From an optimization exercise on the open Yosys and OpenROAD flow, aimed at small area; shortcuts taken in it are not production practice. Only simulation tests tie the RTL to the original design; equivalence was not proved. Power figures rest on the tool's default switching activity, not on a simulated workload.

== JK ==
==> flow/design.v <==
module hex2seg (input [3:0] number, output [6:0] pattern);
    wire [3:0] n = number;
    assign pattern[6] = (n[0]&~n[1]&~n[2]&~n[3]) | (~n[0]&~n[1]&n[2]&~n[3]) | (n[0]&n[1]&~n[2]&n[3]) | (n[0]&~n[1]&n[2]&n[3]);
    assign pattern[5] = (n[0]&~n[1]&n[2]&~n[3]) | (~n[0]&n[1]&n[2]&~n[3]) | (n[0]&n[1]&~n[2]&n[3]) | (~n[0]&~n[1]&n[2]&n[3]) | (~n[0]&n[1]&n[2]&n[3]) | (n[0]&n[1]&n[2]&n[3]);
    assign pattern[4] = (~n[0]&n[1]&~n[2]&~n[3]) | (~n[0]&~n[1]&n[2]&n[3]) | (~n[0]&n[1]&n[2]&n[3]) | (n[0]&n[1]&n[2]&n[3]);
    assign pattern[3] = (n[0]&~n[1]&~n[2]&~n[3]) | (~n[0]&~n[1]&n[2]&~n[3]) | (n[0]&n[1]&n[2]&~n[3]) | (~n[0]&n[1]&~n[2]&n[3]) | (n[0]&n[1]&n[2]&n[3]);
    assign pattern[2] = (n[0]&~n[1]&~n[2]&~n[3]) | (n[0]&n[1]&~n[2]&~n[3]) | (~n[0]&~n[1]&n[2]&~n[3]) | (n[0]&~n[1]&n[2]&~n[3]) | (n[0]&n[1]&n[2]&~n[3]) | (n[0]&~n[1]&~n[2]&n[3]);
    assign pattern[1] = (n[0]&~n[1]&~n[2]&~n[3]) | (~n[0]&n[1]&~n[2]&~n[3]) | (n[0]&n[1]&~n[2]&~n[3]) | (n[0]&n[1]&n[2]&~n[3]) | (n[0]&~n[1]&n[2]&n[3]);
    assign pattern[0] = (~n[0]&~n[1]&~n[2]&~n[3]) | (n[0]&~n[1]&~n[2]&~n[3]) | (n[0]&n[1]&n[2]&~n[3]) | (~n[0]&~n[1]&n[2]&n[3]);
endmodule
module calculator (
    input         clk,       
    input         reset,     
    input         newkey,    
    input  [4:0]  keycode,   
    output [23:0] value,     
    output [7:0]  digit,     
    output [7:0]  segment    
);
    wire key_digit = newkey & keycode[4];
    wire key_eq    = newkey & (keycode == 5'h01);
    wire key_op    = newkey & ~keycode[4] & (keycode[3:0] != 4'h1);
    reg [23:0] X;        
    reg [23:0] Y;        
    reg [23:0] R;        
    reg        op_add;   
    reg        op_mul;   
    reg [2:0]  dcnt;     
    assign value = X;
    wire full = (dcnt == 3'd6);
    always @(posedge clk or posedge reset) begin
        if (reset)
            X <= 24'd0;
        else if (key_op)
            X <= 24'd0;
        else if (key_eq)
            X <= (op_add | op_mul) ? R : 24'd0;
        else if (key_digit & ~full)
            X <= {X[19:0], keycode[3:0]};
    end
    always @(posedge clk or posedge reset) begin
        if (reset)
            dcnt <= 3'd0;
        else if (key_eq)
            dcnt <= 3'd0;
        else if (key_digit & ~full)
            dcnt <= dcnt + 3'd1;
    end
    always @(posedge clk or posedge reset) begin
        if (reset) begin
            op_add <= 1'b0;
            op_mul <= 1'b0;
        end else if (key_op) begin
            op_add <= (keycode[3:0] == 4'hA);
            op_mul <= (keycode[3:0] == 4'h2);
        end
    end
    always @(posedge clk)
        if (key_op)
            Y <= X;
    reg  [4:0] step;
    reg        a_sh, inj, b_x;
    wire done  = step[4] & step[3];
    wire [23:0] yrev;
    genvar gr;
    generate
        for (gr = 0; gr < 24; gr = gr + 1) begin : rev
            assign yrev[gr] = Y[23 - gr];
        end
    endgenerate
    wire yb = yrev[step];
    always @(posedge clk) begin
        if (newkey)
            step <= 5'd0;
        else if (~done)
            step <= step + 5'd1;
    end
    always @(posedge clk) begin
        a_sh <= ~done;
        inj  <= ~done & op_add & yb;
        b_x  <= ~done & (op_mul ? yb : (op_add & (step == 5'd23)));
    end
    wire [23:0] opa = {R[22:0], inj};
    wire [23:0] opb = {24{b_x}} & X;
    wire [23:0] sum;
    wire [24:0] cy;
    assign cy[0] = 1'b0;
    genvar gi;
    generate
        for (gi = 0; gi < 24; gi = gi + 1) begin : rca
            assign sum[gi]  = opa[gi] ^ opb[gi] ^ cy[gi];
            assign cy[gi+1] = (opa[gi] & opb[gi]) | (cy[gi] & (opa[gi] ^ opb[gi]));
        end
    endgenerate
    always @(posedge clk)
        if (a_sh)
            R <= sum;
    localparam [10:0] DIV_RESET = 11'd298;
    localparam [10:0] DIV_TICK  = 11'd438;
    reg [10:0] div;
    reg [2:0]  dsel;     
    wire tick = (div == DIV_TICK);
    always @(posedge clk or posedge reset) begin
        if (reset)
            div <= DIV_RESET;
        else
            div <= {div[9:0], ~(div[10] ^ div[1] ^ tick)};
    end
    always @(posedge clk or posedge reset) begin
        if (reset)
            dsel <= 3'b000;
        else if (tick)
            dsel <= {dsel[1:0], ~dsel[2]};
    end
    reg [3:0] nib;
    reg [7:0] dig;
    always @* begin
        case (dsel)
            3'b000: begin dig = 8'b11111110; nib = X[3:0];   end
            3'b001: begin dig = 8'b11111101; nib = X[7:4];   end
            3'b011: begin dig = 8'b11111011; nib = X[11:8];  end
            3'b111: begin dig = 8'b11110111; nib = X[15:12]; end
            3'b110: begin dig = 8'b11101111; nib = X[19:16]; end
            3'b100: begin dig = 8'b11011111; nib = X[23:20]; end
            default: begin dig = 8'b11111111; nib = 4'h0; end
        endcase
    end
    assign digit = dig;
    wire [6:0] pattern;
    hex2seg h2s (.number(nib), .pattern(pattern));
    assign segment = {pattern, 1'b1};
endmodule
export LEC_CHECK = 0
export CAP_MARGIN = 20
export CORE_MARGIN = 2
export CORE_UTILIZATION = 40
export SLEW_MARGIN = 20
create_clock -name core_clock -period 10.0 [get_ports {clk}]
standard.sh (not shown) runs the stock make flow with config.mk's settings and CLKGATE_MAP_FILE= SYNTH_SCRIPT=/design/flow/synth_recipe.tcl, a recipe that flattens the netlist after the stock synthesis.
==> flow/flow/run.sh <==
#!/bin/bash
# The standard layout with three changes:
#  - synthesis maps the logic with an area-oriented ABC script (flow/area.abc)
#    instead of ORFS's speed script; everything else in synthesis, including
#    the flip-flop mapping, is the standard synthesis unchanged;
#  - the port buffers are made from the smallest buffer cell;
#  - the clock tree is built from clkbuf_8 without dummy balancing loads.
set -euo pipefail
here=$PWD
# ORFS synth.tcl with only the ABC script replaced
sed "s#^source \$::env(SCRIPTS_DIR)/synth_preamble.tcl#&\nset abc_args [lreplace \$abc_args 1 1 $here/flow/area.abc]#" \
    "$FLOW_HOME/scripts/synth.tcl" > "$here/area_synth.tcl"
grep -q "area.abc" "$here/area_synth.tcl"
# The standard flow's synthesis wrapper, sourcing it
sed "s#^source \$::env(SCRIPTS_DIR)/synth.tcl#source $here/area_synth.tcl#" \
    "$here/synth_recipe.tcl" > "$here/area_synth_recipe.tcl"
grep -q "area_synth.tcl" "$here/area_synth_recipe.tcl"
sed "s#SYNTH_SCRIPT=[^ ]*#SYNTH_SCRIPT=$here/area_synth_recipe.tcl#" "$here/standard.sh" > "$here/area_standard.sh"
grep -q "area_synth_recipe.tcl" "$here/area_standard.sh"
export BUFFER_PORTS_ARGS="-buffer_cell sky130_fd_sc_hd__buf_1"
export CTS_ARGS="-sink_clustering_enable -repair_clock_nets -buf_list sky130_fd_sc_hd__clkbuf_8 -dont_use_dummy_load"
bash "$here/area_standard.sh" > "$here/flow.log" 2>&1
==> flow/flow/area.abc <==
strash
&get -n
&st
&syn2
&synch2
&dch -f
&put
amap
JK reached the end of the flow, and the finished layout is clean on the timing, DRC and antenna checks.
Inputs modified between JK and MS:
--- a/flow/design.v
+++ b/flow/design.v
@@ -35,5 +35,5 @@
             X <= 24'd0;
         else if (key_eq)
-            X <= (op_add | op_mul) ? R : 24'd0;
+            X <= R;
         else if (key_digit & ~full)
             X <= {X[19:0], keycode[3:0]};
@@ -70,6 +70,8 @@
     endgenerate
     wire yb = yrev[step];
-    always @(posedge clk) begin
-        if (newkey)
+    always @(posedge clk or posedge reset) begin
+        if (reset)
+            step <= 5'd0;
+        else if (newkey)
             step <= 5'd0;
         else if (~done)
@@ -81,5 +83,5 @@
         b_x  <= ~done & (op_mul ? yb : (op_add & (step == 5'd23)));
     end
-    wire [23:0] opa = {R[22:0], inj};
+    wire [23:0] opa = ({24{a_sh}} & {R[22:0], inj}) | ({24{~a_sh}} & R);
     wire [23:0] opb = {24{b_x}} & X;
     wire [23:0] sum;
@@ -94,6 +96,5 @@
     endgenerate
     always @(posedge clk)
-        if (a_sh)
-            R <= sum;
+        R <= sum;
     localparam [10:0] DIV_RESET = 11'd298;
     localparam [10:0] DIV_TICK  = 11'd438;
### Flow results
The final reports for MS and JK show first-pass GRT wire length higher in the former. Taking JK as the reference, in MS clock power share moved down; post-route clock period utilization barely changed. From JK to MS the numbers moved as follows: flip-flop and latch share of the layout cell area went down by 4.3 points; tap cell instance count went down by 2.1%; data arrival time of the worst path went up by 0.15 ns; final instance area was more or less identical. Compared with JK, flip-flop and latch power in MS increased slightly. Comparing MS with JK, the number of synthesized register bits came out essentially unchanged. Measured against MS, the number of multi-input combinational cells in the layout of JK comes out at 0.865 times the reference value. Summary: wire length, MS better than JK. The higher overall power consumption came out of MS. Sort JK and MS by area of the mapped netlist, ascending, and MS comes first. Comparing JK and MS, area taken by multi-input logic gates is higher on MS.

* * *

old:
Starts from the design.v that is shown in full above.
==> flow/config.mk <==
export PLATFORM = sky130hd
export DESIGN_NAME = calculator
export DESIGN_NICKNAME = calculator
export VERILOG_FILES = /design/flow/design.v
export SDC_FILE = /design/flow/constraint.sdc
export NUM_CORES = 4
export LEC_CHECK = 0
export CAP_MARGIN = 20
export CORE_MARGIN = 2
export CORE_UTILIZATION = 40
export SLEW_MARGIN = 20
==> flow/constraint.sdc <==
create_clock -name core_clock -period 10.0 [get_ports {clk}]
set_input_delay 2.0000 -clock core_clock [delete_from_list [all_inputs] [get_ports {clk}]]
set_output_delay 2.0000 -clock core_clock [all_outputs]
set_load 0.01 [all_outputs]
==> flow/flow/area.abc <==
strash
&get -n
&st
&deepsyn -I 20 -J 50
&dch -f
&put
amap
Scripts as last shown in full above: flow/flow/run.sh
Relative to old, the following input files were edited for new:
--- a/flow/design.v
+++ b/flow/design.v
@@ -54,32 +54,29 @@
             op_add <= (keycode[3:0] == 4'hA);
             op_mul <= (keycode[3:0] == 4'h2);
         end
     end
-    always @(posedge clk)
-        if (key_op)
-            Y <= X;
+    localparam [4:0] STEP_LAST = 5'd26;     
+    localparam [4:0] STEP_DONE = 5'd20;     
     reg  [4:0] step;
     reg        a_sh, inj, b_x;
-    wire done  = step[4] & step[3];
-    wire [23:0] yrev;
-    genvar gr;
-    generate
-        for (gr = 0; gr < 24; gr = gr + 1) begin : rev
-            assign yrev[gr] = Y[23 - gr];
-        end
-    endgenerate
-    wire yb = yrev[step];
+    wire done = (step == STEP_DONE);
+    wire yb = Y[23];
+    wire y_ld  = key_op;
+    wire y_rot = ~key_op & ~done;
+    wire y_hd  = ~key_op & done;
+    always @(posedge clk)
+        Y <= ({24{y_ld}} & X) | ({24{y_rot}} & {Y[22:0], Y[23]}) | ({24{y_hd}} & Y);
     always @(posedge clk) begin
         if (newkey)
             step <= 5'd0;
         else if (~done)
-            step <= step + 5'd1;
+            step <= {step[3:0], ~(step[4] ^ step[2])};
     end
     always @(posedge clk) begin
         a_sh <= ~done;
         inj  <= ~done & op_add & yb;
-        b_x  <= ~done & (op_mul ? yb : (op_add & (step == 5'd23)));
+        b_x  <= ~done & (op_mul ? yb : (op_add & (step == STEP_LAST)));
     end
     wire [23:0] opa = {R[22:0], inj};
     wire [23:0] opb = {24{b_x}} & X;
     wire [23:0] sum;
Notes after the runs:
For the relative contribution of combinational cells to total power, new came in 6.4 points higher than old did.
Min global-route usage across old and new: old
The run showing the smaller fmax is new.
[compare] base=old new=new: via count increased 112; share of the final layout cell area in sequential cells moved down; largest driver fanout on the critical path decreased by 1 relative to the old numbers; sequential share of power moved down.
Final worst setup slack for new: 0.10 ns down relative to old
In new relative to old, post-synthesis instance total had gone up slightly.
The routability congestion estimate of new falls short of that of old by 0.044.

static timing again, ports no longer ideal:
No port has a modelled driver above. Below, the same layouts with a new extraction and two added sets of constraints.
Step 1 sets driving cells, clkbuf_16 on the clock port and buf_2 on the other inputs (assumed; they add their load-dependent delay and slew).
Step 2 moves the port delays by t, midway between the first and last clock arrival at a register: inputs arrive t later, outputs are due t later. That takes back most of the time a late clock gives input paths.
Three values: ideal, step 1, step 2; two values: the first two.
| run | t (ns) | setup WS [ns] | worst data-port slew with drivers (ns) |
|---|---|---|---|
| JK | 0.382 | 0.289 / 0.289 / 0.289 | 0.03 |
| MS | 0.397 | 0.293 / 0.293 / 0.293 | 0.03 |
| old | 0.377 | 0.423 / 0.423 / 0.423 | 0.03 |
| new | 0.384 | 0.322 / 0.322 / 0.322 | 0.03 |
After both steps every run listed still meets setup and hold.
